This is an optimization exercise on Yosys and OpenROAD, whose aim is small area, a short achievable clock period and few clock cycles, not a production implementation. Function was checked by simulation only, so behaviour that the tests miss may differ from the original.

==> flow/design.v, too long to show whole: its modules and the start of the top module <==
// module qr_scale_lane: 23 lines
// module qr_mul_cs: 777 lines
// module qr_booth_enc: 12 lines
// module qr_isr_lut: 263 lines
// module qr_csa_acc: 706 lines
// module qr_mgs_core: 336 lines
module qr_mgs_core #
(
    parameter NUM_MAC    = 4,
    parameter DW         = 24,
    parameter DOT_W      = 56,
    parameter COL_W      = 8,
    parameter I_W        = 4,
    parameter M_W        = 6,
    parameter ROW_N      = 4,
    parameter ADDR_W_PHI = 12,
    parameter ADDR_W_Q   = 12,
    parameter ADDR_W_R   = 12,
    parameter FW_DATA    = 13,
    parameter FW_ISR     = 22
)
(
    input  wire                    clk,
    input  wire                    rst_n,
    input  wire                    start_core,
    input  wire [COL_W-1:0]        lambda_i,
    input  wire [I_W-1:0]          current_i,
    input  wire [M_W-1:0]          M_rows_in,
    output reg  [ADDR_W_PHI-1:0]   phi_addr,
    input  wire [(NUM_MAC*DW)-1:0] phi_data,
    output reg  [ADDR_W_R-1:0]     r_addr_a,
    output reg                     r_we_a,
    output reg  [DW-1:0]           r_din_a,
    output reg  [ADDR_W_Q-1:0]     q_addr_a,
    output reg                     q_we_a,
    output wire [(NUM_MAC*DW)-1:0] q_din_a,
    output reg  [ADDR_W_Q-1:0]     q_addr_b,
    input  wire [(NUM_MAC*DW)-1:0] q_dout_b,
    output reg  [M_W-1:0]          res_addr_a,
    output reg                     res_we_a,
    output wire [(NUM_MAC*DW)-1:0] res_din_a,
    output reg  [M_W-1:0]          res_addr_b,
    input  wire [(NUM_MAC*DW)-1:0] res_dout_b,
    output reg                     core_done
);
  // ...
==> flow/flow/run.sh <==
#!/bin/bash
# Standard layout with two changes: the port buffers are sky130_fd_sc_hd__buf_2 instead of the
# weakest buffer the resizer would pick, and after placement the flip-flops that drive output
# ports get the 4x drive strength of their cell and move next to their port buffers. Each step's output goes to a log file of its own.
set -euo pipefail
export BUFFER_PORTS_ARGS="-buffer_cell sky130_fd_sc_hd__buf_2"
bash standard.sh synth > synth.log 2>&1
bash standard.sh place > place.log 2>&1
RESULTS=orfs/results/sky130hd/qr_mgs_core/base openroad -no_init -exit flow/upsize.tcl > upsize.log 2>&1
bash standard.sh > layout.log 2>&1
==> flow/flow/upsize.tcl <==
# Upsize the flip-flops that drive output ports (through their port buffers) to the 4x drive
# strength of the same cell and move each next to its port buffer, then legalize the placement.
read_liberty $::env(FLOW_HOME)/platforms/sky130hd/lib/sky130_fd_sc_hd__tt_025C_1v80.lib
set res $::env(RESULTS)
read_db $res/3_place.odb
set block [ord::get_db_block]
set n 0
foreach bterm [$block getBTerms] {
  if {[$bterm getIoType] != "OUTPUT"} continue
  set net [$bterm getNet]
  if {$net == "NULL"} continue
  set buf ""
  foreach it [$net getITerms] { if {[$it isOutputSignal]} { set buf [$it getInst] } }
  if {$buf == ""} continue
  set in_net ""
  foreach it [$buf getITerms] { if {[$it isInputSignal] && [$it getNet] != "NULL"} { set in_net [$it getNet] } }
  if {$in_net == "" || [$in_net getSigType] != "SIGNAL"} continue
  foreach it [$in_net getITerms] {
    if {![$it isOutputSignal]} continue
    set drv [$it getInst]
    set m [[$drv getMaster] getName]
    if {[regexp {^(sky130_fd_sc_hd__(dfxtp|dfrtp))_[12]$} $m -> base]} {
      replace_cell [$drv getName] ${base}_4
      set bb [$buf getBBox]
      $drv setLocation [$bb xMin] [$bb yMin]
      incr n
    }
  }
}
puts "upsized $n flip-flops that drive outputs"
detailed_placement
check_placement -verbose
write_db $res/3_place.odb
==> flow/standard.sh <==
#!/bin/bash
# synth_recipe.tcl (not shown) runs the flow's synth.tcl, then flattens the netlist and writes it again
# the make line also repeats each setting of config.mk as NAME=value (left out here)
make -C /OpenROAD-flow-scripts/flow DESIGN_CONFIG=/design/flow/config.mk WORK_HOME=/design/flow/orfs CLKGATE_MAP_FILE= SYNTH_SCRIPT=/design/flow/synth_recipe.tcl "${@:-finish}"
==> flow/config.mk <==
export PLATFORM = sky130hd
export DESIGN_NAME = qr_mgs_core
export DESIGN_NICKNAME = qr_mgs_core
export VERILOG_FILES = /design/flow/design.v
export SDC_FILE = /design/flow/constraint.sdc
export NUM_CORES = 8
export LEC_CHECK = 0
export CAP_MARGIN = 20
export CELL_PAD_IN_SITES_DETAIL_PLACEMENT = 1
export CORE_MARGIN = 2
export CORE_UTILIZATION = 40
export CTS_CLUSTER_DIAMETER = 100
export CTS_CLUSTER_SIZE = 20
export PLACE_DENSITY = 0.45
export SLEW_MARGIN = 20
export SYNTH_MEMORY_MAX_BITS = 8192
==> flow/constraint.sdc <==
create_clock -name core_clock -period 25.0 [get_ports {clk}]
set_input_delay 5.0000 -clock core_clock [delete_from_list [all_inputs] [get_ports {clk}]]
set_output_delay 5.0000 -clock core_clock [all_outputs]
set_load 0.01 [all_outputs]
==> metrics.yaml, run 1 <==
status:
  status: "no timing/DRC/antenna violations"
floorplanning:
  die_area_mm2: 0.321
  fp.dieW_um: 567
synthesis:
  yosys.area_share.simple_pct: 9.14
  synth_area_mm2: 0.127
  yosys.area_share.adder_pct: 26.2
  ys_warn_count: 2
critical_path:
  cp.buffers_inverters: 0
  worstPathCellList: "ha_1 -> ha_1 -> a211oi_1 -> o21ai_0 -> nand4b_1 -> a31o_2 -> a211oi_1 -> o21ai_0 -> and2_1 -> o31ai_1 -> a211oi_1 -> xnor2_1 -> nor2_1 -> a41o_1 -> nor2_1 -> a211oi_1 -> o31ai_1"
  crit_fanout: 17
  critical_path_arrival_ns: 7.98
min_path:
  min_from: "br1[94]$_DFF_P_"
routing:
  drt-met1-wl_um: 271000
clock_network:
  cts_tree: "built"
global_routing:
  antenna_found_initial: 100
  grt_use_total_pct: 40.5
cells_and_area:
  ff_latch_area_mm2: 0.0316
  multi_input_area_mm2: 0.0866
  reg_top3: "cs_s (188), cs_c (184)"
  inv_count: 1541
  fin_nets: 16200
  clock_cell_area_share_pct: 2.57
Testbench counts, summed over its fixed seeds: cycles 98,802.
==> module qr_mgs_core, before the edit <==
module qr_mgs_core #
(
    parameter NUM_MAC    = 4,
    parameter DW         = 24,
    parameter DOT_W      = 56,
    parameter COL_W      = 8,
    parameter I_W        = 4,
    parameter M_W        = 6,
    parameter ROW_N      = 4,
    parameter ADDR_W_PHI = 12,
    parameter ADDR_W_Q   = 12,
    parameter ADDR_W_R   = 12,
    parameter FW_DATA    = 13,
    parameter FW_ISR     = 22
)
(
    input  wire                    clk,
    input  wire                    rst_n,
    input  wire                    start_core,
    input  wire [COL_W-1:0]        lambda_i,
    input  wire [I_W-1:0]          current_i,
    input  wire [M_W-1:0]          M_rows_in,
    output reg  [ADDR_W_PHI-1:0]   phi_addr,
    input  wire [(NUM_MAC*DW)-1:0] phi_data,
    output reg  [ADDR_W_R-1:0]     r_addr_a,
    output reg                     r_we_a,
    output reg  [DW-1:0]           r_din_a,
    output reg  [ADDR_W_Q-1:0]     q_addr_a,
    output reg                     q_we_a,
    output wire [(NUM_MAC*DW)-1:0] q_din_a,
    output reg  [ADDR_W_Q-1:0]     q_addr_b,
    input  wire [(NUM_MAC*DW)-1:0] q_dout_b,
    output reg  [M_W-1:0]          res_addr_a,
    output reg                     res_we_a,
    output wire [(NUM_MAC*DW)-1:0] res_din_a,
    output reg  [M_W-1:0]          res_addr_b,
    input  wire [(NUM_MAC*DW)-1:0] res_dout_b,
    output reg                     core_done
);
    localparam P_LD0 = 3'd0,   
               P_LU  = 3'd1,   
               P_D   = 3'd2,   
               P_U   = 3'd3,   
               P_UQ  = 3'd4,   
               P_N1  = 3'd5,   
               P_N2  = 3'd6,   
               P_RR  = 3'd7;   
    localparam S_IDLE = 2'd0, S_PASS = 2'd1, S_GAP = 2'd2, S_WISR = 2'd3;
    reg [1:0] st;
    reg [2:0] ptype;
    reg [3:0] pcnt;           
    reg [3:0] jc;
    reg       gcnt;
    reg [3:0] cur_i;
    reg [5:0] mrow;
    reg [7:0] lam;
    wire isr_go;
    wire       start_now = (st == S_IDLE) && start_core;
    wire       issue     = (st == S_PASS) || start_now;
    wire [2:0] iss_type  = start_now ? ((current_i == 4'd0) ? P_LU : P_LD0) : ptype;
    wire [3:0] rr        = start_now ? 4'd0 : pcnt;
    wire [5:0] mm        = start_now ? M_rows_in : mrow;
    wire       iss_val   = ({2'b00, rr} <= mm);
    wire       iss_first = start_now || (pcnt == 4'd0);
    wire       iss_last  = (st == S_PASS) && (pcnt == 4'd15);
    wire [3:0] jq        = start_now ? 4'd0 : (ptype == P_N2 || ptype == P_RR) ? cur_i : jc;
    always @(posedge clk or negedge rst_n) begin
        if (!rst_n) begin
            st <= S_IDLE; ptype <= P_LD0; pcnt <= 4'd0; jc <= 4'd0; gcnt <= 1'b0;
            cur_i <= 4'd0; mrow <= 6'd0; lam <= 8'd0;
        end else begin
            case (st)
                S_IDLE: if (start_core) begin
                    cur_i <= current_i; mrow <= M_rows_in; lam <= lambda_i;
                    ptype <= (current_i == 4'd0) ? P_LU : P_LD0;
                    jc <= 4'd0; pcnt <= 4'd1; st <= S_PASS;
                end
                S_PASS: begin
                    pcnt <= pcnt + 4'd1;
                    if (pcnt == 4'd15) begin
                        case (ptype)
                            P_LD0, P_D: begin ptype <= P_U; st <= S_GAP; gcnt <= 1'b1; end
                            P_U: begin
                                if (jc == cur_i - 4'd1) ptype <= P_UQ;
                                else begin jc <= jc + 4'd1; ptype <= P_D; end
                            end
                            P_LU, P_UQ: begin ptype <= P_N1; st <= S_WISR; end
                            P_N1: ptype <= P_N2;
                            P_N2: begin ptype <= P_RR; st <= S_GAP; gcnt <= 1'b1; end
                            default: st <= S_IDLE;    
                        endcase
                    end
                end
                S_GAP: begin
                    if (!gcnt) st <= S_PASS;
                    gcnt <= 1'b0;
                end
                default: if (isr_go) st <= S_PASS;    
            endcase
        end
    end
    always @(posedge clk) begin
        phi_addr   <= {start_now ? lambda_i : lam, rr};
        q_addr_b   <= {4'd0, jq, rr};
        res_addr_b <= {2'b00, rr};
    end
    reg       a_v, a_val, a_first, a_last;
    reg [2:0] a_type;
    reg [3:0] a_row;
    always @(posedge clk or negedge rst_n) begin
        if (!rst_n) begin
            a_v <= 1'b0; a_val <= 1'b0; a_first <= 1'b0; a_last <= 1'b0; a_type <= 3'd0; a_row <= 4'd0;
        end else begin
            a_v <= issue; a_val <= issue && iss_val; a_first <= iss_first; a_last <= iss_last;
            a_type <= iss_type; a_row <= rr;
        end
    end
    reg d_v, d_val, d_first, d_last, d_load;
    reg [2:0] d_type;
    reg [3:0] d_row;
    reg d_xphi, d_xres, d_xscal, d_yq, d_yphi, d_yres, d_bq;
    always @(posedge clk or negedge rst_n) begin
        if (!rst_n) begin
            d_v <= 1'b0; d_val <= 1'b0; d_first <= 1'b0; d_last <= 1'b0; d_load <= 1'b0;
            d_type <= 3'd0; d_row <= 4'd0;
            d_xphi <= 1'b0; d_xres <= 1'b0; d_xscal <= 1'b0;
            d_yq <= 1'b0; d_yphi <= 1'b0; d_yres <= 1'b0; d_bq <= 1'b0;
        end else begin
            d_v <= a_v; d_val <= a_val; d_first <= a_first; d_last <= a_last; d_type <= a_type; d_row <= a_row;
            d_load  <= a_val && (a_type == P_LD0 || a_type == P_LU);
            d_xphi  <= a_val && (a_type == P_LD0 || a_type == P_LU);
            d_xres  <= a_val && (a_type == P_D || a_type == P_UQ || a_type == P_N2);
            d_xscal <= a_v && (a_type == P_U || a_type == P_RR || a_type == P_N1);
            d_yq    <= a_type == P_LD0 || a_type == P_D || a_type == P_U || a_type == P_N2;
            d_yphi  <= a_type == P_LU;
            d_yres  <= a_type == P_UQ || a_type == P_N1 || a_type == P_RR;
            d_bq    <= a_type == P_RR;
        end
    end
    reg        isr_act;
    reg [4:0]  ic;
    reg [23:0] y0reg;
    reg [52:0] ureg;          
    reg [22:0] sreg0, sreg1;  
    reg [1:0]  sreg2;
    wire [55:0] accv;         
    wire       s2_lastu;
    wire [7:0]  lut_a = (|ureg[52:30]) ? 8'hFF : ureg[29:22];
    wire [23:0] lut_y;
    qr_isr_lut u_lut (.a(lut_a), .y(lut_y));
    wire [22:0] yc0 = y0reg[22:0];
    wire        yc1 = y0reg[23];
    wire [22:0] u0 = ureg[22:0];
    wire [22:0] u1 = ureg[45:23];
    wire [6:0]  u2 = ureg[52:46];
    wire [31:0] dreg = ureg[31:0];
    wire [31:0] diff = 32'h00C00000 - {accv[10:0], sreg0[22:2]} + (sreg2[1] ? ureg[31:0] : 32'd0);
    always @(posedge clk or negedge rst_n) begin
        if (!rst_n) begin
            isr_act <= 1'b0; ic <= 4'd0;
        end else if (s2_lastu) begin
            isr_act <= 1'b1; ic <= 4'd0;
        end else if (isr_act) begin
            ic <= ic + 5'd1;
            if (ic == 5'd16) isr_act <= 1'b0;
        end
    end
    assign isr_go = isr_act && (ic == 5'd13);
    always @(posedge clk) begin
        if (isr_act) begin
            if (ic == 4'd0) ureg <= accv[52:0];
            if (ic == 4'd1) y0reg <= lut_y;
            if (ic == 4'd5) sreg0 <= accv[22:0];
            if (ic == 4'd6) begin sreg1 <= accv[22:0]; sreg2 <= accv[24:23]; end
            if (ic == 4'd10) sreg0 <= accv[22:0];
            if (ic == 4'd11) ureg[31:0] <= diff;
        end
    end
    wire [23:0] isr_y = dreg[31] ? y0reg : ((|accv[40:24]) ? 24'hFFFFFF : accv[23:0]);
    reg  [23:0] yreg;         
    always @(posedge clk) if (isr_act && ic == 5'd15) yreg <= isr_y;
    reg [23:0] ix0, iy0, ix1, iy1, ix2, iy2;
    reg        i_ld, i_clr;
    always @(*) begin
        ix0 = 24'd0; iy0 = 24'd0; ix1 = 24'd0; iy1 = 24'd0; ix2 = 24'd0; iy2 = 24'd0;
        i_ld = 1'b0; i_clr = 1'b0;
        if (isr_act) begin
            case (ic)
                4'd2: begin i_ld = 1'b1; i_clr = 1'b1; ix0 = {1'b0, yc0}; iy0 = {1'b0, yc0}; end
                4'd3: begin i_ld = 1'b1; ix0 = {1'b0, yc0}; iy0 = {22'd0, yc1, 1'b0};
                            ix1 = {1'b0, yc1, 22'd0}; iy1 = 24'd2; end
                4'd5: begin i_ld = 1'b1; i_clr = 1'b1; ix0 = {1'b0, u0}; iy0 = {1'b0, accv[22:0]}; end
                4'd6: begin i_ld = 1'b1; ix0 = {1'b0, u0}; iy0 = {1'b0, accv[22:0]};
                            ix1 = {1'b0, u1}; iy1 = {1'b0, sreg0}; end
                4'd7: begin i_ld = 1'b1; ix0 = {1'b0, u0}; iy0 = {22'd0, sreg2};
                            ix1 = {1'b0, u1}; iy1 = {1'b0, sreg1};
                            ix2 = {17'd0, u2}; iy2 = {1'b0, sreg0}; end
                4'd8: begin i_ld = 1'b1; ix0 = {1'b0, u1}; iy0 = {22'd0, sreg2};
                            ix1 = {17'd0, u2}; iy1 = {1'b0, sreg1}; end
                4'd11: begin i_ld = 1'b1; i_clr = 1'b1; ix0 = {1'b0, yc0}; iy0 = {1'b0, diff[22:0]}; end
                4'd12: begin i_ld = 1'b1; ix0 = {1'b0, yc0}; iy0 = {16'd0, dreg[30:23]};
                             ix1 = {23'd0, yc1}; iy1 = {1'b0, dreg[22:0]};
                             ix2 = {1'b0, (yc1 ? dreg[30:23] : 8'd0), 15'd0}; iy2 = 24'd256; end
                default: ;
            endcase
        end
    end
    wire [23:0] scal = (d_type == P_N1) ? yreg : accv[36:13];
    reg  [95:0]  xr, yr;      
    wire [95:0]  yv;
    reg [95:0] br1, br2;      
    reg [95:0] qd;            
    reg [95:0] rd;            
    wire [95:0] sc_out;
    genvar g;
    generate
        for (g = 0; g < 4; g = g + 1) begin : ysel
            wire [23:0] ym = ({24{d_yq}}   & q_dout_b[g*24 +: 24]) |
                             ({24{d_yphi}} & phi_data[g*24 +: 24]) |
                             ({24{d_yres}} & res_dout_b[g*24 +: 24]);
            assign yv[g*24 +: 24] = i_ld ? (g == 0 ? iy0 : g == 1 ? iy1 : g == 2 ? iy2 : 24'd0) : ym;
        end
    endgenerate
    integer l;
    always @(posedge clk) begin
        for (l = 0; l < 4; l = l + 1) begin
            xr[l*24 +: 24] <= ({24{d_xphi}}  & phi_data[l*24 +: 24]) |
                              ({24{d_xres}}  & res_dout_b[l*24 +: 24]) |
                              ({24{d_xscal}} & scal);
        end
        if (i_ld) begin
            xr[23:0]  <= ix0;
            xr[47:24] <= ix1;
            xr[71:48] <= ix2;
            xr[95:72] <= 24'd0;
        end
        yr <= yv;
        br1 <= d_bq ? q_dout_b : res_dout_b;
        br2 <= br1;
        qd  <= res_dout_b;
        rd  <= d_load ? phi_data : sc_out;
    end
    assign q_din_a   = qd;
    assign res_din_a = rd;
    reg s1_acc, s1_clr, s1_shift, s1_wres, s1_sh22, s1_lastu, s1_done;
    reg [3:0] s1_row;
    always @(posedge clk or negedge rst_n) begin
        if (!rst_n) begin
            s1_acc <= 1'b0; s1_clr <= 1'b0; s1_shift <= 1'b0; s1_wres <= 1'b0;
            s1_sh22 <= 1'b0; s1_lastu <= 1'b0; s1_done <= 1'b0; s1_row <= 4'd0;
        end else begin
            s1_acc   <= (d_v && (d_type == P_LD0 || d_type == P_LU || d_type == P_D ||
                                 d_type == P_UQ || d_type == P_N2)) || i_ld;
            s1_clr   <= (d_v && d_first) || i_clr;
            s1_shift <= i_ld && !i_clr;
            s1_wres  <= d_val && (d_type == P_U || d_type == P_N1 || d_type == P_RR);
            s1_sh22  <= d_type == P_N1;
            s1_lastu <= d_v && d_last && (d_type == P_LU || d_type == P_UQ);
            s1_done  <= d_v && d_last && (d_type == P_RR);
            s1_row   <= d_row;
        end
    end
    reg  [191:0] cs_s, cs_c;                   
    wire [191:0] ms, mc;
    generate
        for (g = 0; g < 4; g = g + 1) begin : lane
            wire [11:0] one, two, neg;
            qr_booth_enc u_enc (.b(yr[g*24 +: 24]), .one(one), .two(two), .neg(neg));
            qr_mul_cs u_mul (.a(xr[g*24 +: 24]), .one(one), .two(two), .neg(neg),
                             .s(ms[g*48 +: 48]), .c(mc[g*48 +: 48]));
        end
    endgenerate
    reg [3:0] psg;            
    always @(posedge clk) begin
        cs_s <= ms;
        cs_c <= mc;
        for (l = 0; l < 4; l = l + 1)
            psg[l] <= (xr[l*24 + 23] ^ yr[l*24 + 23]) & (|xr[l*24 +: 24]) & (|yr[l*24 +: 24]);
    end
    reg s2_acc, s2_clr, s2_shift, s2_wres, s2_sh22, s2_lastu_r, s2_done;
    reg [3:0] s2_row;
    always @(posedge clk or negedge rst_n) begin
        if (!rst_n) begin
            s2_acc <= 1'b0; s2_clr <= 1'b0; s2_shift <= 1'b0; s2_wres <= 1'b0; s2_sh22 <= 1'b0;
            s2_lastu_r <= 1'b0; s2_done <= 1'b0; s2_row <= 4'd0;
        end else begin
            s2_acc <= s1_acc; s2_clr <= s1_clr; s2_shift <= s1_shift; s2_wres <= s1_wres;
            s2_sh22 <= s1_sh22; s2_lastu_r <= s1_lastu; s2_done <= s1_done;
            s2_row <= s1_row;
        end
    end
    assign s2_lastu = s2_lastu_r;
    wire [191:0] pl;          
    generate
        for (g = 0; g < 4; g = g + 1) begin : slane
            qr_scale_lane u_sc (.ps(cs_s[g*48 +: 48]), .pc(cs_c[g*48 +: 48]), .sh22(s2_sh22),
                                .base(br2[g*24 +: 24]), .p(pl[g*48 +: 48]), .o(sc_out[g*24 +: 24]));
        end
    endgenerate
    reg  [55:0] acc_s, acc_c;
    wire [23:0] lo23 = {1'b0, acc_s[22:0]} + {1'b0, acc_c[22:0]};
    wire [55:0] src_s = s2_clr ? 56'd0 : (s2_shift ? {23'd0, acc_s[55:23]} : acc_s);
    wire [55:0] src_c = s2_clr ? 56'd0 : (s2_shift ? {23'd0, acc_c[55:23]} : acc_c);
    wire        src_i = s2_shift && !s2_clr && lo23[23];
    wire [55:0] nx_s, nx_c;
    wire [2:0] nneg = {2'b00, psg[0]} + {2'b00, psg[1]} + {2'b00, psg[2]} + {2'b00, psg[3]};
    wire [8:0] sgrow = 9'd0 - {6'd0, nneg};
    qr_csa_acc u_csa (.p0(pl[46:0]), .p1(pl[94:48]), .p2(pl[142:96]), .p3(pl[190:144]), .sg(sgrow),
                      .a0(src_s), .a1(src_c), .ci(src_i), .s(nx_s), .c(nx_c));
    always @(posedge clk) begin
        if (s2_acc) begin
            acc_s <= nx_s;
            acc_c <= nx_c;
        end
    end
    assign accv = acc_s + acc_c;
    always @(posedge clk or negedge rst_n) begin
        if (!rst_n) begin
            q_we_a <= 1'b0; q_addr_a <= 12'd0; res_we_a <= 1'b0; res_addr_a <= 6'd0;
            r_we_a <= 1'b0; r_addr_a <= 12'd0; r_din_a <= 24'd0; core_done <= 1'b0;
        end else begin
            q_we_a     <= d_val && (d_type == P_LD0 || d_type == P_LU || d_type == P_RR);
            q_addr_a   <= {4'd0, cur_i, d_row};
            res_we_a   <= d_load || s2_wres;
            res_addr_a <= {2'b00, d_load ? d_row : s2_row};
            core_done  <= s2_done;
            r_we_a     <= 1'b0;
            if (d_v && d_first && d_type == P_U) begin
                r_we_a <= 1'b1; r_addr_a <= {4'd0, jc, cur_i}; r_din_a <= accv[36:13];
            end
            if (isr_act && ic == 5'd16) begin
                r_we_a <= 1'b1; r_addr_a <= {4'd0, cur_i, cur_i}; r_din_a <= yreg;
            end
        end
    end
endmodule
==> run 2: changes to the inputs <==
--- a/flow/design.v
+++ b/flow/design.v
@@ -2098,21 +2098,18 @@
     assign accv = acc_s + acc_c;
     always @(posedge clk or negedge rst_n) begin
         if (!rst_n) begin
-            q_we_a <= 1'b0; q_addr_a <= 12'd0; res_we_a <= 1'b0; res_addr_a <= 6'd0;
-            r_we_a <= 1'b0; r_addr_a <= 12'd0; r_din_a <= 24'd0; core_done <= 1'b0;
+            q_we_a <= 1'b0; res_we_a <= 1'b0; r_we_a <= 1'b0; core_done <= 1'b0;
         end else begin
-            q_we_a     <= d_val && (d_type == P_LD0 || d_type == P_LU || d_type == P_RR);
-            q_addr_a   <= {4'd0, cur_i, d_row};
-            res_we_a   <= d_load || s2_wres;
-            res_addr_a <= {2'b00, d_load ? d_row : s2_row};
-            core_done  <= s2_done;
-            r_we_a     <= 1'b0;
-            if (d_v && d_first && d_type == P_U) begin
-                r_we_a <= 1'b1; r_addr_a <= {4'd0, jc, cur_i}; r_din_a <= accv[36:13];
-            end
-            if (isr_act && ic == 5'd16) begin
-                r_we_a <= 1'b1; r_addr_a <= {4'd0, cur_i, cur_i}; r_din_a <= yreg;
-            end
+            q_we_a    <= d_val && (d_type == P_LD0 || d_type == P_LU || d_type == P_RR);
+            res_we_a  <= d_load || s2_wres;
+            core_done <= s2_done;
+            r_we_a    <= (d_v && d_first && d_type == P_U) || (isr_act && ic == 5'd16);
         end
     end
+    always @(posedge clk) begin
+        q_addr_a   <= {4'd0, cur_i, d_row};
+        res_addr_a <= {2'b00, d_load ? d_row : s2_row};
+        r_addr_a   <= {4'd0, isr_act ? cur_i : jc, cur_i};
+        r_din_a    <= isr_act ? yreg : accv[36:13];
+    end
 endmodule
==> flow/flow/run.sh (replaced) <==
#!/bin/bash
# Standard layout with two changes: the port buffers are sky130_fd_sc_hd__buf_2 instead of the
# weakest buffer the resizer would pick, and after placement the flip-flops that drive output
# ports get the 4x drive strength of their cell. Each step's output goes to a log file of its own.
set -euo pipefail
export BUFFER_PORTS_ARGS="-buffer_cell sky130_fd_sc_hd__buf_2"
bash standard.sh synth > synth.log 2>&1
bash standard.sh place > place.log 2>&1
RESULTS=orfs/results/sky130hd/qr_mgs_core/base openroad -no_init -exit flow/upsize.tcl > upsize.log 2>&1
bash standard.sh > layout.log 2>&1
--- a/flow/flow/upsize.tcl
+++ b/flow/flow/upsize.tcl
@@ -1,5 +1,5 @@
 # Upsize the flip-flops that drive output ports (through their port buffers) to the 4x drive
-# strength of the same cell and move each next to its port buffer, then legalize the placement.
+# strength of the same cell, then legalize the placement again.
 read_liberty $::env(FLOW_HOME)/platforms/sky130hd/lib/sky130_fd_sc_hd__tt_025C_1v80.lib
 set res $::env(RESULTS)
 read_db $res/3_place.odb
@@ -21,8 +21,6 @@
     set m [[$drv getMaster] getName]
     if {[regexp {^(sky130_fd_sc_hd__(dfxtp|dfrtp))_[12]$} $m -> base]} {
       replace_cell [$drv getName] ${base}_4
-      set bb [$buf getBBox]
-      $drv setLocation [$bb xMin] [$bb yMin]
       incr n
     }
   }
--- a/flow/config.mk
+++ b/flow/config.mk
@@ -11,6 +11,6 @@
 export CORE_UTILIZATION = 40
 export CTS_CLUSTER_DIAMETER = 100
 export CTS_CLUSTER_SIZE = 20
-export PLACE_DENSITY = 0.45
+export PLACE_DENSITY = 0.6
 export SLEW_MARGIN = 20
 export SYNTH_MEMORY_MAX_BITS = 8192
==> metrics.yaml, run 2 <==
clock_network:
  cts_root_buf: "clkbuf_16"
  post_cts_resize_count: 0
  insertion_delay_ns: 0.86
  clock_sinks: 1362
  cts_tree: "built"
  h-tree-depth: 3
  cts_hold_buffers: 0
  clockBufferDepth: 3
  cts_setup_buffers: 0
  clkSlewWorstSetupHoldPaths_ns: 0.09
  cts_buffers: 95
critical_path:
  crit_fanout: 26  # +9
  reg2reg_slack_ns: 18.61
  critical_path_arrival_ns: 7.20  # -0.78 ns
  reg2reg_to: "y0reg[11]$_DFFE_PP_"
  worst-r2r-cell-count: 15
  endpoint: "a_val$_DFF_PN0_"
  crit_required_ns: 25.68
  timing.rr.start: "ureg[40]$_DFFE_PP_"
  startpoint_type: "input pin"
  critPathKind: "in -> reg"
  end_kind: "register"
  startpoint: "start_core"
synthesis:
  yosysTopAreaCell: "fa_1"
  ys.flop_type: "dfxtp_1"
  synth_area_leaders: "fa_1, dfxtp_1, xnor2_1, ha_1, a22oi_1"
  synth_top_area_share_pct: 18.0
  synthCells: 14100
  synth_area_mm2: 0.128  # +1.0%
  async_flop_share_pct: 6.83
  ys_seq_elements: 1362
  avgSynthCellArea_um2: 9.10
  synthTopCellsByCount: "inv_1, xnor2_1, fa_1, a22oi_1, dfxtp_1"
  seq_area_frac_synth_pct: 23.7
  yosysUniqueCellTypes: 119
  synth_enable_flop_cells: 261
  yosysMostFrequentCell: "inv_1"
  ys_warn_count: 2  # unchanged
cells_and_area:
  reg_top3: "cs_s (188), cs_c (184)"
  final_common_cell: "inv_1"
  fin_cells: 18300
  final_cell_mix: "inv_1, xnor2_1, fa_1, a22oi_1, nand2_1"
  top_register: "cs_s"
  final_util_pct: 43.8
  largest_register_ffs: 188
  syn2layout_area_growth_pct: 8.77
  layout-drive-gt1-share_pct: 12.6
  stdcell_area_mm2: 0.139
  fin_nets: 16300  # +0.74%
global_routing:
  grt_busiest_layer: "met2"
  grt_max_degree: 139
  antenna_found_initial: 91  # -9.0%
  grt_use_met2_pct: 55.9
  first_global_vias: 119000
  met3_usage_pct: 11.9
  grt_overflow: 0
  grt_pass1_wl_um: 892000
  grt_use_total_pct: 38.1  # -2.5 points
  use_met1_pct: 47.0
place:
  dp_hpwl_um: 474000
  portBuffers: 572
  dp_slack_ns: 17.74
  placed_cell_area_mm2: 0.135
  dp_cells: 18100
  routabilityCongestion: 1.06
routing:
  routedWlPerCell_um: 34.6
  drt_drc_violations_left: 0
  first_pass_iters: 10
  vias_per_cell: 6.41
  ant_nets: 0
  vias: 118000
  drt-total-wl_um: 634000
  drtIter0Drc: 16000
floorplanning:
  coreArea_mm2: 0.318
  die_area_mm2: 0.325  # +1.0%
  core.rowCount: 207
  fp.dieW_um: 570  # +0.51%
  initial_core_util_pct: 40.2
  die_y_um: 570
  ios: 589
timing:
  fmax_mhz: 154
  tightest_slew_ns: 1.35
  setup_viol: 0
  finalCriticalPeriod_ns: 6.51
  relSlewSlack_pct: 8.86
  finalHoldViolCount: 0
  slew_viol_final: 0
  setup_ws_ns: 18.49
  rsz0062_at_grt: "no"
  finalCritPeriodShare_pct: 26.1
  hold_slack_ns: 0.307
  clock_skew_ns: 0.139
  final.setup.tns_ns: 0
status:
  status: "no timing/DRC/antenna violations"
flow_run:
  maxCapViolCount: 0
min_path:
  hold_class: "reg -> reg"
-- run 2: cell types whose count changed after synthesis, moves of 21 or more --
cell,previous run,this run
mux2i_1,149,114
dfxtp_1,968,1008
o21ai_0,543,576
dfrtp_1,133,93
o31ai_1,52,93
clkbuf_1,903,948
a21oi_1,703,648
xnor2_1,1296,1275
nand3_1,223,250
a211oi_1,99,178
a31oi_1,137,162
a21o_1,231,183
-- run 2: critical path: stages --
cell and delay, ns:
buf_2 0.11, and2_1 0.80, mux2i_1 0.25, ha_1 0.36, nor2b_1 0.12, o21ai_0 0.08, nand2b_1 0.08, a21oi_1 0.07
o41a_1 0.31
-- run 2: metal layers --
metal,part of all wire (%),vias up
met5,0.095,-
met4,8.7,52
met3,12,1999
met2,42,7707
met1,37,59500
li1,-,48300
-- run 2: kinds of logic after synthesis --
kind of cell	synth area share, %
AO/OA/AOI/OAI	19.8
buffers and inverters	8.08
AND/OR/NAND/NOR	9.59
adder cells (fa/ha/maj)	26.0
XOR/XNOR	10.5
flip-flops	23.7
multiplexers	2.35
other	0.00293
-- run 2: worst min path at each step --
stage	start	end	slack, ns	cells after the start
after floorplan	br1[0]$_DFF_P_	br2[0]$_DFF_P_	0.31	0
after global placement	br1[2]$_DFF_P_	br2[2]$_DFF_P_	0.31	0
after detailed placement	br1[95]$_DFF_P_	br2[95]$_DFF_P_	0.31	0
after CTS	br1[58]$_DFF_P_	br2[58]$_DFF_P_	0.28	0
after global routing	br1[58]$_DFF_P_	br2[58]$_DFF_P_	0.30	0
final	br1[88]$_DFF_P_	br2[88]$_DFF_P_	0.31	0
-- run 2: area by class of cell --
| class | count | area (µm²) |
|---|---|---|
| clock buffer | 137 | 2650 |
| inverter | 1538 | 5770 |
| tap | 4180 | 5230 |
| sequential | 1362 | 31400 |
| fill | 36500 | 179000 |
| antenna | 76 | 190 |
| timing repair buffer | 960 | 5810 |
| clock inverter | 39 | 541 |
| multi-input combinational | 10000 | 87700 |
Testbench counts of run 2, summed over its fixed seeds: cycles 98,802.
==> run 3: changes to the inputs <==
--- a/flow/design.v
+++ b/flow/design.v
@@ -1841,8 +1841,7 @@
     wire       issue     = (st == S_PASS) || start_now;
     wire [2:0] iss_type  = start_now ? ((current_i == 4'd0) ? P_LU : P_LD0) : ptype;
     wire [3:0] rr        = start_now ? 4'd0 : pcnt;
-    wire [5:0] mm        = start_now ? M_rows_in : mrow;
-    wire       iss_val   = ({2'b00, rr} <= mm);
+    wire       iss_val   = start_now || ({2'b00, pcnt} <= mrow);
     wire       iss_first = start_now || (pcnt == 4'd0);
     wire       iss_last  = (st == S_PASS) && (pcnt == 4'd15);
     wire [3:0] jq        = start_now ? 4'd0 : (ptype == P_N2 || ptype == P_RR) ? cur_i : jc;
==> metrics.yaml, run 3 <==
routing:
  vias_per_cell: 6.41  # about the same
  drt_drc_violations_left: 0  # unchanged
  drt-total-wl_um: 611000  # -3.7%
  vias: 116000  # -1.0%
  first_pass_iters: 14  # +4
  routedWlPerCell_um: 33.6  # -2.8%
  drtIter0Drc: 15400  # -3.4%
  ant_nets: 0  # unchanged
timing:
  setup_viol: 0  # unchanged
  relSlewSlack_pct: 12.2  # +3.3 points
  rsz0062_at_grt: "no"
  finalCriticalPeriod_ns: 6.57  # +0.0611 ns
  slew_viol_final: 0  # unchanged
  tightest_slew_ns: 1.32  # -0.0358 ns
  finalCritPeriodShare_pct: 26.3  # +0.24 points
  clock_skew_ns: 0.110  # -0.0289 ns
  fmax_mhz: 152  # -0.93%
  final.setup.tns_ns: 0  # unchanged
  finalHoldViolCount: 0  # unchanged
  setup_ws_ns: 18.43  # -0.0611 ns
place:
  portBuffers: 572  # unchanged
  dp_cells: 17900  # -0.74%
  dp_slack_ns: 18.18  # +0.440 ns
  dp_hpwl_um: 454000  # -4.3%
  routabilityCongestion: 1.04  # -1.5%
critical_path:
  startpoint_type: "register"
  crit_required_ns: 20.00  # -5.68 ns
  critPathSlowestCell: "dfxtp_4"
  critPathMaxStageDelay_ns: 0.42  # -0.38 ns
  worstPathCellList: "buf_2"
  end_kind: "output port"
  crit_fanout: 1  # -96%
  path_delay_family: "flip-flops"
  cp.buffers_inverters: 1  # unchanged
  critical_path_arrival_ns: 1.57  # -5.63 ns
  critPathKind: "reg -> out"
cells_and_area:
  layout-drive-gt1-share_pct: 12.4  # -0.17 points
  final_common_cell: "inv_1"
  fin_cells: 18200  # -0.95%
  final_util_pct: 43.8  # about the same
  largest_register_ffs: 188  # unchanged
  reg_top3: "cs_s (188), cs_c (184)"
  ff_latch_area_mm2: 0.0314  # about the same
  syn2layout_area_growth_pct: 8.79  # about the same
  fill_cells: 36200  # -0.90%
  multi_input_area_mm2: 0.0865  # -1.4%
  fin_nets: 16200  # -0.72%
  final_cell_mix: "inv_1, xnor2_1, fa_1, a22oi_1, nand2_1"
  top_register: "cs_s"
clock_network:
  cts_tree: "built"
  clock_sinks: 1362  # unchanged
  cts_buffers: 98  # +3.2%
  cts_hold_buffers: 0  # unchanged
  clockBufferDepth: 4  # +1
  insertion_delay_ns: 0.94  # +0.08 ns
  h-tree-depth: 3  # unchanged
  cts_root_buf: "clkbuf_16"
  cts_setup_buffers: 0  # unchanged
  clkSlewWorstSetupHoldPaths_ns: 0.09  # about the same
  post_cts_resize_count: 0  # unchanged
synthesis:
  seq_area_frac_synth_pct: 23.9  # +0.21 points
  ys.flop_type: "dfxtp_1"
  yosysTopAreaCell: "fa_1"
  synth_enable_flop_cells: 261  # unchanged
  async_flop_share_pct: 6.83  # unchanged
  avgSynthCellArea_um2: 9.11  # about the same
  yosysUniqueCellTypes: 103  # -13%
  yosysMostFrequentCell: "inv_1"
  synth_top_area_share_pct: 18.1  # +0.16 points
  synthCells: 13900  # -0.97%
  synth_area_leaders: "fa_1, dfxtp_1, xnor2_1, ha_1, a22oi_1"
  synth_area_mm2: 0.127  # -0.89%
  ys_seq_elements: 1362  # unchanged
  synthTopCellsByCount: "inv_1, xnor2_1, fa_1, a22oi_1, dfxtp_1"
  ys_warn_count: 2  # unchanged
global_routing:
  grt_overflow: 0  # unchanged
  grt_pass1_wl_um: 867000  # -2.9%
  first_global_vias: 118000  # -0.50%
  grt_max_degree: 116  # -17%
  grt_use_total_pct: 36.9  # -1.2 points
  antenna_found_initial: 76  # -16%
floorplanning:
  die_area_mm2: 0.322  # -0.88%
  coreArea_mm2: 0.315  # -0.97%
  core.rowCount: 206  # -0.48%
  ios: 589  # unchanged
  initial_core_util_pct: 40.3  # about the same
  die_y_um: 567  # -0.44%
  fp.dieW_um: 567  # -0.44%
status:
  status: "no timing/DRC/antenna violations"
min_path:
  hold_class: "reg -> reg"
flow_run:
  maxCapViolCount: 0  # unchanged
==> run 3: changes by cell type in the layout (fill, tap and decap cells not counted), sizes merged, moves of 20 or more <==
| cell | delta |
|---|---|
| a211oi | -27 |
| a41oi | +20 |
| diode | -36 |
| inv | +27 |
| nand2 | +46 |
| nand3 | -29 |
| nor2 | -43 |
==> run 3: final cells by class <==
class                      count  share of cell area, %
sequential                  1362                   22.7
multi-input combinational   9879                   62.6
timing repair buffer         968                   4.24
clock inverter                34                  0.313
inverter                    1567                   4.26
tap                         4160                   3.77
antenna                       40                 0.0725
clock buffer                 143                   1.98
==> run 3: kinds of logic (layout without fill, tap and decap cells) <==
| family | count (synthesis) | count (layout) | synth area share [%] |
|---|---|---|---|
| adder cells (fa/ha/maj) | 1967 | 1967 | 26.2 |
| AO/OA/AOI/OAI | 3566 | 3566 | 19.2 |
| flip-flops | 1362 | 1362 | 23.9 |
| XOR/XNOR | 1549 | 1549 | 10.7 |
| AND/OR/NAND/NOR | 2479 | 2479 | 9.23 |
| multiplexers | 302 | 302 | 2.55 |
| buffers and inverters | 2709 | 2712 | 8.18 |
| other | 1 | 56 | 0.00296 |
==> run 3: through the flow <==
stage | instance area [µm²] | hold WS, ns
after floorplan | 127000 | 0.310
after global placement | 134000 | 0.310
after detailed placement | 134000 | 0.313
after CTS | 138000 | 0.280
after global routing | 138000 | 0.288
final | 138000 | 0.282
==> run 3: final timing paths <==
path	startpoint	to	slack, ns	cells past startpoint
min in group asynchronous	rst_n	cur_i[1]$_DFFE_PN0P_	4.07	1
min reg2reg	br1[81]$_DFF_P_	br2[81]$_DFF_P_	0.28	0
max	rd[23]$_DFF_P_	res_din_a[23]	18.43	1
min	br1[81]$_DFF_P_	br2[81]$_DFF_P_	0.28	0
max reg2reg	ureg[50]$_DFFE_PP_	y0reg[3]$_DFFE_PP_	18.52	13
max in group asynchronous	rst_n	r_we_a$_DFF_PN0_	19.67	2
==> run 3: metal layers <==
layer	part of all wire (%)	track usage [%]
met1	37	45.9
met2	41	53.8
met3	13	11.3
met4	9.0	27.3
met5	0.062	0
Testbench counts of run 3, summed over its fixed seeds: cycles 98,802.
==> run 4: changes to the inputs <==
==> flow/flow/run.sh (replaced) <==
#!/bin/bash
# Standard layout with three changes: the port buffers are sky130_fd_sc_hd__buf_2 instead of the
# weakest buffer the resizer would pick; after placement the flip-flops that drive output ports
# get the 4x drive strength of their cell (flow/upsize.tcl); and clock tree synthesis places its
# buffers at most 300 um apart (CTS_BUF_DISTANCE), which gives a shallower tree.
# Each step's output goes to a log file of its own.
set -euo pipefail
export BUFFER_PORTS_ARGS="-buffer_cell sky130_fd_sc_hd__buf_2"
export CTS_BUF_DISTANCE=300
bash standard.sh synth > synth.log 2>&1
bash standard.sh place > place.log 2>&1
RESULTS=orfs/results/sky130hd/qr_mgs_core/base openroad -no_init -exit flow/upsize.tcl > upsize.log 2>&1
bash standard.sh > layout.log 2>&1
--- a/flow/config.mk
+++ b/flow/config.mk
@@ -6,7 +6,6 @@
 export NUM_CORES = 8
 export LEC_CHECK = 0
 export CAP_MARGIN = 20
-export CELL_PAD_IN_SITES_DETAIL_PLACEMENT = 1
 export CORE_MARGIN = 2
 export CORE_UTILIZATION = 40
 export CTS_CLUSTER_DIAMETER = 100
==> metrics.yaml, run 4 <==
synthesis:
  seq_area_frac_synth_pct: 23.9  # unchanged
  synth_area_leaders: "fa_1, dfxtp_1, xnor2_1, ha_1, a22oi_1"
  avgSynthCellArea_um2: 9.11  # unchanged
  synth_enable_flop_cells: 261  # unchanged
  ys.flop_type: "dfxtp_1"
  synthTopCellsByCount: "inv_1, xnor2_1, fa_1, a22oi_1, dfxtp_1"
  ys_warn_count: 2  # unchanged
  async_flop_share_pct: 6.83  # unchanged
  yosysUniqueCellTypes: 103  # unchanged
  yosysTopAreaCell: "fa_1"
  yosysMostFrequentCell: "inv_1"
  synth_area_mm2: 0.127  # unchanged
  ys_seq_elements: 1362  # unchanged
  synthCells: 13900  # unchanged
  synth_top_area_share_pct: 18.1  # unchanged
clock_network:
  h-tree-depth: 3  # unchanged
  clkSlewWorstSetupHoldPaths_ns: 0.09  # about the same
  clockBufferDepth: 3  # -1
  cts_tree: "built"
  cts_buffers: 95  # -3.1%
  cts_hold_buffers: 0  # unchanged
  cts_setup_buffers: 0  # unchanged
  cts_root_buf: "clkbuf_16"
  insertion_delay_ns: 0.84  # -0.10 ns
  post_cts_resize_count: 0  # unchanged
  clock_sinks: 1362  # unchanged
routing:
  ant_nets: 0  # unchanged
  routedWlPerCell_um: 31.9  # -5.0%
  first_pass_iters: 10  # -4
  vias: 113000  # -2.7%
  drt-total-wl_um: 580000  # -5.0%
  drtIter0Drc: 16200  # +5.1%
  drt_drc_violations_left: 0  # unchanged
  vias_per_cell: 6.23  # -2.7%
cells_and_area:
  top_register: "cs_s"
  ff_latch_area_mm2: 0.0314  # unchanged
  reg_top3: "cs_s (188), cs_c (184)"
  fin_cells: 18200  # -0.0055%
  layout-drive-gt1-share_pct: 12.4  # -0.030 points
  largest_register_ffs: 188  # unchanged
  final_common_cell: "inv_1"
  fill_cells: 31100  # -14%
  multi_input_area_mm2: 0.0865  # about the same
  syn2layout_area_growth_pct: 8.78  # about the same
  final_cell_mix: "inv_1, xnor2_1, fa_1, a22oi_1, nand2_1"
  fin_nets: 16200  # -0.012%
floorplanning:
  die_area_mm2: 0.322  # unchanged
  coreArea_mm2: 0.315  # unchanged
  fp.dieW_um: 567  # unchanged
  ios: 589  # unchanged
  die_y_um: 567  # unchanged
  initial_core_util_pct: 40.3  # unchanged
  core.rowCount: 206  # unchanged
timing:
  fmax_mhz: 154  # +1.3%
  finalHoldViolCount: 0  # unchanged
  tightest_slew_ns: 1.29  # -0.0307 ns
  slew_viol_final: 0  # unchanged
  final.setup.tns_ns: 0  # unchanged
  rsz0062_at_grt: "no"
  clock_skew_ns: 0.0957  # -0.0147 ns
  finalCriticalPeriod_ns: 6.49  # -0.0855 ns
  finalCritPeriodShare_pct: 26.0  # -0.34 points
  setup_viol: 0  # unchanged
  relSlewSlack_pct: 14.2  # +2.0 points
place:
  routabilityCongestion: 1.04  # unchanged
  portBuffers: 572  # unchanged
  dp_hpwl_um: 429000  # -5.4%
  dp_cells: 17900  # unchanged
global_routing:
  grt_max_degree: 116  # unchanged
  antenna_found_initial: 79  # +3.9%
  grt_pass1_wl_um: 817000  # -5.8%
  grt_use_total_pct: 35.0  # -1.9 points
  grt_overflow: 0  # unchanged
  first_global_vias: 109000  # -7.4%
flow_run:
  maxCapViolCount: 0  # unchanged
critical_path:
  critical_path_arrival_ns: 6.95  # +5.38 ns
  crit_top_cell: "buf_4"
  startpoint_type: "register"
  crit_fanout: 31  # +30
  path_delay_family: "simple AND/OR/NAND/NOR gates"
  worstPathCellList: "nor4_1 -> nand4_1 -> or2_2 -> buf_4 -> nor2_4 -> buf_4 -> clkinv_1 -> buf_4 -> nand2_1 -> nor2_1 -> a211oi_1 -> o22ai_1 -> a2111oi_0 -> o31ai_1"
  critPathMaxStageDelay_ns: 0.90  # +0.48 ns
  critPathSlowestCell: "a2111oi_0"
  cp.buffers_inverters: 4  # +3
  end_kind: "register"
  crit_required_ns: 25.46  # +5.46 ns
  critPathKind: "reg -> reg"
status:
  status: "no timing/DRC/antenna violations"
min_path:
  hold_class: "reg -> reg"
==> run 4: cell counts after synthesis <==
Identical to the previous run, type by type.
==> run 4: layer usage <==
layer  GRT usage [%]  up-vias  routed length, µm
met5               0        -                403
met1            44.6    56100             217000
met2            50.3     7736             239000
li1                -    47600                  -
met3            11.4     1604              77600
met4            23.2       66              45600
==> run 4: stage by stage <==
stage               instance area [µm²]  utilization (%)  hold WS [ns]  setup WS, ns
CTS                              138000             43.8         0.319         18.48
global placement                 134000             42.4         0.310         18.24
floorplan                        127000                -         0.310         18.57
detailed placement               134000             42.4         0.312         18.24
global route                     138000             43.8         0.334         18.48
finish                           138000             43.8         0.314         18.51
==> run 4: logic make-up (layout without fill, tap and decap cells) <==
family                     count (synthesis)  count (layout)  synth area share [%]
AOI/OAI and AO/OA                       3566            3566                  19.2
buffers and inverters                   2709            2713                  8.18
and+or+nand+nor                         2479            2479                  9.23
adders and majority gates               1967            1967                  26.2
xor gates and xnor gates                1549            1549                  10.7
DFF                                     1362            1362                  23.9
muxes                                    302             302                  2.55
other                                      1              54               0.00296
==> run 4: final cells by class <==
type,instances,area share (%)
Sequential cell,1362,22.7
Tap cell,4160,3.77
Inverter,1567,4.26
Timing Repair Buffer,969,4.24
Antenna cell,38,0.0689
Clock inverter,36,0.369
Clock buffer,141,1.92
Multi-Input combinational cell,9879,62.6
==> run 4: worst paths after layout <==
check | end | cells past startpoint | from | slack [ns]
worst max-delay path | y0reg[12]$_DFFE_PP_ | 14 | ureg[50]$_DFFE_PP_ | 18.51
worst min-delay path | br2[81]$_DFF_P_ | 0 | br1[81]$_DFF_P_ | 0.31
worst max register to register | y0reg[12]$_DFFE_PP_ | 14 | ureg[50]$_DFFE_PP_ | 18.51
worst min register to register | br2[81]$_DFF_P_ | 0 | br1[81]$_DFF_P_ | 0.31
max in group asynchronous | r_we_a$_DFF_PN0_ | 2 | rst_n | 19.62
min in group asynchronous | cur_i[1]$_DFFE_PN0P_ | 1 | rst_n | 4.15
==> run 5: changes to the inputs <==
--- a/flow/config.mk
+++ b/flow/config.mk
@@ -6,10 +6,12 @@
 export NUM_CORES = 8
 export LEC_CHECK = 0
 export CAP_MARGIN = 20
+export CELL_PAD_IN_SITES_DETAIL_PLACEMENT = 1
 export CORE_MARGIN = 2
 export CORE_UTILIZATION = 40
 export CTS_CLUSTER_DIAMETER = 100
 export CTS_CLUSTER_SIZE = 20
+export GPL_ROUTABILITY_DRIVEN = 0
 export PLACE_DENSITY = 0.6
 export SLEW_MARGIN = 20
 export SYNTH_MEMORY_MAX_BITS = 8192
==> metrics.yaml, run 5 <==
timing:
  finalCriticalPeriod_ns: 6.91  # +0.421 ns
  tightest_slew_ns: 1.41  # +0.122 ns
  final.setup.tns_ns: 0  # unchanged
  rsz0062_at_grt: "no"
  setup_viol: 0  # unchanged
  finalHoldViolCount: 0  # unchanged
  relSlewSlack_pct: 6.13  # -8.1 points
  finalCritPeriodShare_pct: 27.6  # +1.7 points
  setup_ws_ns: 18.09  # -0.421 ns
  clock_skew_ns: 0.109  # +0.0132 ns
  slew_viol_final: 0  # unchanged
  fmax_mhz: 145  # -6.1%
synthesis:
  synth_enable_flop_cells: 261  # unchanged
  ys_seq_elements: 1362  # unchanged
  async_flop_share_pct: 6.83  # unchanged
  synth_area_mm2: 0.127  # unchanged
  synth_area_leaders: "fa_1, dfxtp_1, xnor2_1, ha_1, a22oi_1"
  ys_warn_count: 2  # unchanged
  yosysMostFrequentCell: "inv_1"
  yosysTopAreaCell: "fa_1"
  synthTopCellsByCount: "inv_1, xnor2_1, fa_1, a22oi_1, dfxtp_1"
  yosysUniqueCellTypes: 103  # unchanged
  synth_top_area_share_pct: 18.1  # unchanged
  seq_area_frac_synth_pct: 23.9  # unchanged
  ys.flop_type: "dfxtp_1"
  avgSynthCellArea_um2: 9.11  # unchanged
  synthCells: 13900  # unchanged
floorplanning:
  initial_core_util_pct: 40.3  # unchanged
  core.rowCount: 206  # unchanged
  ios: 589  # unchanged
  die_area_mm2: 0.322  # unchanged
  fp.dieW_um: 567  # unchanged
  die_y_um: 567  # unchanged
  coreArea_mm2: 0.315  # unchanged
clock_network:
  cts_hold_buffers: 0  # unchanged
  h-tree-depth: 3  # unchanged
  insertion_delay_ns: 0.85  # about the same
  clkSlewWorstSetupHoldPaths_ns: 0.09  # about the same
  cts_setup_buffers: 0  # unchanged
  clock_sinks: 1362  # unchanged
  cts_buffers: 96  # +1.1%
  post_cts_resize_count: 0  # unchanged
  cts_tree: "built"
  clockBufferDepth: 3  # unchanged
  cts_root_buf: "clkbuf_16"
place:
  dp_hpwl_um: 437000  # +1.6%
  dp_slack_ns: 18.25  # +0.0104 ns
  portBuffers: 572  # unchanged
global_routing:
  grt_overflow: 0  # unchanged
  antenna_found_initial: 83  # +5.1%
  grt_max_degree: 79  # -32%
  grt_use_total_pct: 36.0  # +1.0 points
  grt_pass1_wl_um: 848000  # +3.9%
  first_global_vias: 120000  # +9.5%
critical_path:
  critical_path_arrival_ns: 7.43  # +0.48 ns
  end_kind: "register"
  crit_required_ns: 25.52  # +0.06 ns
  critPathKind: "reg -> reg"
  crit_fanout: 19  # -39%
  startpoint_type: "register"
routing:
  drt_drc_violations_left: 0  # unchanged
  ant_nets: 0  # unchanged
  vias: 118000  # +4.2%
  vias_per_cell: 6.50  # +4.3%
  drt-total-wl_um: 598000  # +3.2%
  routedWlPerCell_um: 33.0  # +3.3%
  drtIter0Drc: 16400  # +1.2%
  first_pass_iters: 14  # +4
cells_and_area:
  fill_cells: 36400  # +17%
  final_cell_mix: "inv_1, xnor2_1, fa_1, a22oi_1, nand2_1"
  layout-drive-gt1-share_pct: 12.2  # -0.14 points
  final_common_cell: "inv_1"
  reg_top3: "cs_s (188), cs_c (184)"
  top_register: "cs_s"
  syn2layout_area_growth_pct: 8.74  # about the same
  fin_nets: 16100  # -0.12%
  largest_register_ffs: 188  # unchanged
flow_run:
  maxCapViolCount: 0  # unchanged
status:
  status: "no timing/DRC/antenna violations"
min_path:
  hold_class: "reg -> reg"
## run 5: per-layer routing
metal,wire (µm),vias to the layer above,track usage [%]
met5,688,-,0.193
met4,55200,78,27.4
met3,87400,2544,14.7
met2,246000,8640,52.1
met1,209000,59000,42.5
li1,-,47600,-
## run 5: per-stage QoR
stage | cells | util [%] | area (µm²) | hold slack (ns)
finish | 18100 | 43.8 | 138000 | 0.302
global route | 18100 | 43.7 | 138000 | 0.311
CTS | 18100 | 43.7 | 138000 | 0.305
detailed placement | 17900 | 42.4 | 134000 | 0.313
global placement | 17900 | 42.4 | 134000 | 0.310
floorplan | 14000 | - | 127000 | 0.310
## run 5: area by class of cell
cell class	count	area, µm²	area share, %
flip-flops and latches	1362	31400	22.7
well taps	4160	5200	3.77
multi-input cells	9879	86500	62.7
clock buffers	130	2600	1.89
diodes	46	115	0.0834
inverters	1567	5880	4.26
repair buffers	948	5710	4.13
clock inverters	44	647	0.469
## run 5: worst max-delay path, cell delays in order, from the launching register on
cell and delay [ns]:
edfxtp_1 0.59, nor4_1 0.55, nand4_1 0.75, or3_1 0.92, inv_1 0.79, ha_1 1.01, nand2_1 0.17, o21ai_0 0.12
nand2_1 0.09, and3_1 0.21, or4_1 0.53, a2111oi_0 0.59, o41ai_1 0.23
## run 5: cells by family after synthesis
logic type,share of synthesized area [%]
xor+xnor,10.7
flops,23.9
simple gates,9.23
other cells,0.00296
compound gates,19.2
mux,2.55
buf+inv,8.18
fa+ha+maj,26.2
## run 5: final timing paths
| kind | slack, ns | to | start | depth (start not counted) |
|---|---|---|---|---|
| setup reg to reg | 18.09 | y0reg[13]$_DFFE_PP_ | ureg[49]$_DFFE_PP_ | 12 |
| hold reg to reg | 0.30 | br2[43]$_DFF_P_ | br1[43]$_DFF_P_ | 0 |
| min in group asynchronous | 4.14 | lam[7]$_DFFE_PN0P_ | rst_n | 1 |
| max in group asynchronous | 19.59 | s2_acc$_DFF_PN0_ | rst_n | 2 |
| hold / removal | 0.30 | br2[43]$_DFF_P_ | br1[43]$_DFF_P_ | 0 |
| setup / recovery | 18.09 | y0reg[13]$_DFFE_PP_ | ureg[49]$_DFFE_PP_ | 12 |
==> run 6: changes to the inputs <==
--- a/flow/config.mk
+++ b/flow/config.mk
@@ -11,7 +11,6 @@
 export CORE_UTILIZATION = 40
 export CTS_CLUSTER_DIAMETER = 100
 export CTS_CLUSTER_SIZE = 20
-export GPL_ROUTABILITY_DRIVEN = 0
 export PLACE_DENSITY = 0.6
 export SLEW_MARGIN = 20
 export SYNTH_MEMORY_MAX_BITS = 8192
==> metrics.yaml, run 6 <==
synthesis:
  yosysMostFrequentCell: "inv_1"
  ys_warn_count: 2  # unchanged
  avgSynthCellArea_um2: 9.11  # unchanged
  yosys.area_share.simple_pct: 9.23  # unchanged
  ys.flop_type: "dfxtp_1"
  synth_top_area_share_pct: 18.1  # unchanged
  synthMuxAreaShare_pct: 2.55  # unchanged
  yosysUniqueCellTypes: 103  # unchanged
  seq_area_frac_synth_pct: 23.9  # unchanged
  synthCells: 13900  # unchanged
  async_flop_share_pct: 6.83  # unchanged
  synth_xor_area_share_pct: 10.7  # unchanged
  synth_area_mm2: 0.127  # unchanged
  ys_seq_elements: 1362  # unchanged
  synth_area_leaders: "fa_1, dfxtp_1, xnor2_1, ha_1, a22oi_1"
  yosys.area_share.adder_pct: 26.2  # unchanged
  synthTopCellsByCount: "inv_1, xnor2_1, fa_1, a22oi_1, dfxtp_1"
  synth_top_family_by_area: "adder cells"
  yosysTopAreaCell: "fa_1"
  synth_compound_gate_area_share_pct: 19.2  # unchanged
  synth_enable_flop_cells: 261  # unchanged
critical_path:
  worstPathCellList: "buf_2"
  startpoint: "rd[23]$_DFF_P_"
  crit_fanout: 1  # -18
  critPathKind: "reg -> out"
  end_kind: "output port"
  critPathMaxStageDelay_ns: 0.41  # -0.60 ns
  critical_path_arrival_ns: 1.48  # -5.95 ns
  worst-r2r-cell-count: 13  # +1
  critPathSlowestCell: "dfxtp_4"
  crit_required_ns: 20.00  # -5.52 ns
  cp.buffers_inverters: 1  # unchanged
  cp_num_cells: 1  # -11
  path_delay_family: "flip-flops"
  timing.rr.start: "ureg[50]$_DFFE_PP_"
  startpoint_type: "register"
timing:
  slew_viol_final: 0  # unchanged
  finalHoldViolCount: 0  # unchanged
  setup_viol: 0  # unchanged
  clock_skew_ns: 0.0832  # -0.0257 ns
  relSlewSlack_pct: 11.2  # +5.1 points
  final.setup.tns_ns: 0  # unchanged
  finalCritPeriodShare_pct: 25.9  # -1.7 points
  fmax_mhz: 154  # +6.6%
  rsz0062_at_grt: "no"
  finalCriticalPeriod_ns: 6.48  # -0.428 ns
  tightest_slew_ns: 1.32  # -0.0907 ns
place:
  routabilityCongestion: 1.04
  dp_hpwl_um: 454000  # +4.0%
  portBuffers: 572  # unchanged
global_routing:
  grt_busiest_layer: "met2"
  grt_max_degree: 116  # +47%
  grt_overflow: 0  # unchanged
  grt_use_total_pct: 36.9  # +0.94 points
  met3_usage_pct: 11.3  # -3.4 points
  grt_use_met2_pct: 53.8  # +1.7 points
  antenna_found_initial: 81  # -2.4%
  use_met1_pct: 45.9  # +3.4 points
  grt_pass1_wl_um: 867000  # +2.1%
  first_global_vias: 118000  # -1.3%
floorplanning:
  core.rowCount: 206  # unchanged
  die_y_um: 567  # unchanged
  fp.dieW_um: 567  # unchanged
  die_area_mm2: 0.322  # unchanged
  ios: 589  # unchanged
  initial_core_util_pct: 40.3  # unchanged
  coreArea_mm2: 0.315  # unchanged
routing:
  vias: 117000  # -1.0%
  vias_per_cell: 6.43  # -1.1%
  routedWlPerCell_um: 33.7  # +2.0%
  drtIter0Drc: 15400  # -6.1%
  drt-total-wl_um: 611000  # +2.2%
  first_pass_iters: 9  # -5
  ant_nets: 0  # unchanged
  drt_drc_violations_left: 0  # unchanged
clock_network:
  clkSlewWorstSetupHoldPaths_ns: 0.09  # about the same
  h-tree-depth: 3  # unchanged
  insertion_delay_ns: 0.84  # about the same
  cts_tree: "built"
  clock_sinks: 1362  # unchanged
  post_cts_resize_count: 0  # unchanged
  clockBufferDepth: 3  # unchanged
  cts_buffers: 94  # -2.1%
  cts_hold_buffers: 0  # unchanged
  cts_setup_buffers: 0  # unchanged
  cts_root_buf: "clkbuf_16"
cells_and_area:
  largest_register_ffs: 188  # unchanged
  final_cell_mix: "inv_1, xnor2_1, fa_1, a22oi_1, nand2_1"
  fin_nets: 16100  # +0.11%
  reg_top3: "cs_s (188), cs_c (184)"
  final_util_pct: 43.8  # about the same
  layout-drive-gt1-share_pct: 12.4  # +0.18 points
  final_common_cell: "inv_1"
  top_register: "cs_s"
  syn2layout_area_growth_pct: 8.76  # about the same
min_path:
  min_from: "br1[81]$_DFF_P_"
  hold_class: "reg -> reg"
  hold_path_depth: 0  # unchanged
flow_run:
  maxCapViolCount: 0  # unchanged
status:
  status: "no timing/DRC/antenna violations"
## run 6: cell counts after synthesis
Identical to the previous run, type by type.
## run 6: worst paths after layout
check / to / slack [ns]
worst max-delay path: res_din_a[23] / 18.52
worst min-delay path: br2[81]$_DFF_P_ / 0.30
worst max register to register: y0reg[3]$_DFFE_PP_ / 18.56
worst min register to register: br2[81]$_DFF_P_ / 0.30
max in group asynchronous: d_xphi$_DFF_PN0_ / 19.61
min in group asynchronous: cur_i[1]$_DFFE_PN0P_ / 4.13
## run 6: area by class of cell
| type | instances | area [µm²] |
|---|---|---|
| clock buffers | 138 | 2610 |
| well taps | 4160 | 5200 |
| multi-input cells | 9879 | 86500 |
| repair buffers | 968 | 5850 |
| fillers | 36200 | 177000 |
| diodes | 44 | 110 |
| inverters | 1567 | 5880 |
| clock inverters | 37 | 498 |
| flip-flops and latches | 1362 | 31400 |
## run 6: per-stage QoR
step / hold WS (ns) / instances / setup WS (ns) / instance area, µm²
2_1_floorplan: 0.310 / 14000 / 18.57 / 127000
3_3_place_gp: 0.310 / 17900 / 18.24 / 134000
3_5_place_dp: 0.313 / 17900 / 18.18 / 134000
4_1_cts: 0.305 / 18100 / 18.49 / 138000
5_1_grt: 0.309 / 18100 / 18.51 / 138000
6_report: 0.304 / 18200 / 18.52 / 138000
## run 6: cells by family (layout without fill, tap and decap cells)
kind of cell	count (synthesis)	count (layout)
AO/OA/AOI/OAI	3566	3566
buffers and inverters	2709	2710
AND/OR/NAND/NOR	2479	2479
adder cells (fa/ha/maj)	1967	1967
XOR/XNOR	1549	1549
flip-flops	1362	1362
multiplexers	302	302
other	1	60
## run 6: metal layers
metal  vias to the layer above  routed length [µm]
met1                     59100              227000
li1                      47600                   -
met5                         -                 356
met3                      1939               76100
met2                      7967              254000
met4                        56               53800

-- static timing again, ports no longer ideal --
The results above use ideal ports. As a check the final layouts listed here were re-extracted and re-timed, cells and wires unchanged.
Step 1 sets driving cells, clkbuf_16 on the clock port and buf_2 on the other inputs (assumed; they add their load-dependent delay and slew).
Step 2 also shifts input and output timing later by t, the mid clock arrival at the registers, as if the neighbouring blocks saw the same clock.
Three values: ideal, step 1, step 2; two values: the first two.
run | t, ns | slack for setup (ns) | hold slack, ns | worst setup path after step 2 | worst register clock-pin slew, ns
run 1 | 1.002 | 17.751 / 17.751 / 17.591 | 0.323 / 0.323 / 0.323 | input to register | 0.11 / 0.11
run 2 | 0.895 | 18.486 / 18.442 / 17.657 | 0.307 / 0.307 / 0.307 | input to register | 0.11 / 0.11
run 3 | 0.978 | 18.425 / 18.329 / 18.105 | 0.282 / 0.282 / 0.282 | input to register | 0.11 / 0.11
run 4 | 0.896 | 18.511 / 18.419 / 18.140 | 0.314 / 0.314 / 0.314 | input to register | 0.10 / 0.10
run 5 | 0.894 | 18.089 / 18.089 / 18.089 | 0.302 / 0.302 / 0.302 | register to register | 0.10 / 0.10
run 6 | 0.897 | 18.518 / 18.421 / 18.125 | 0.304 / 0.304 / 0.304 | input to register | 0.11 / 0.11
After both steps every run listed still meets setup and hold. For run 2, which loses most, drivers alone change the setup slack by -0.044 ns; drivers and shift together by -0.829 ns.
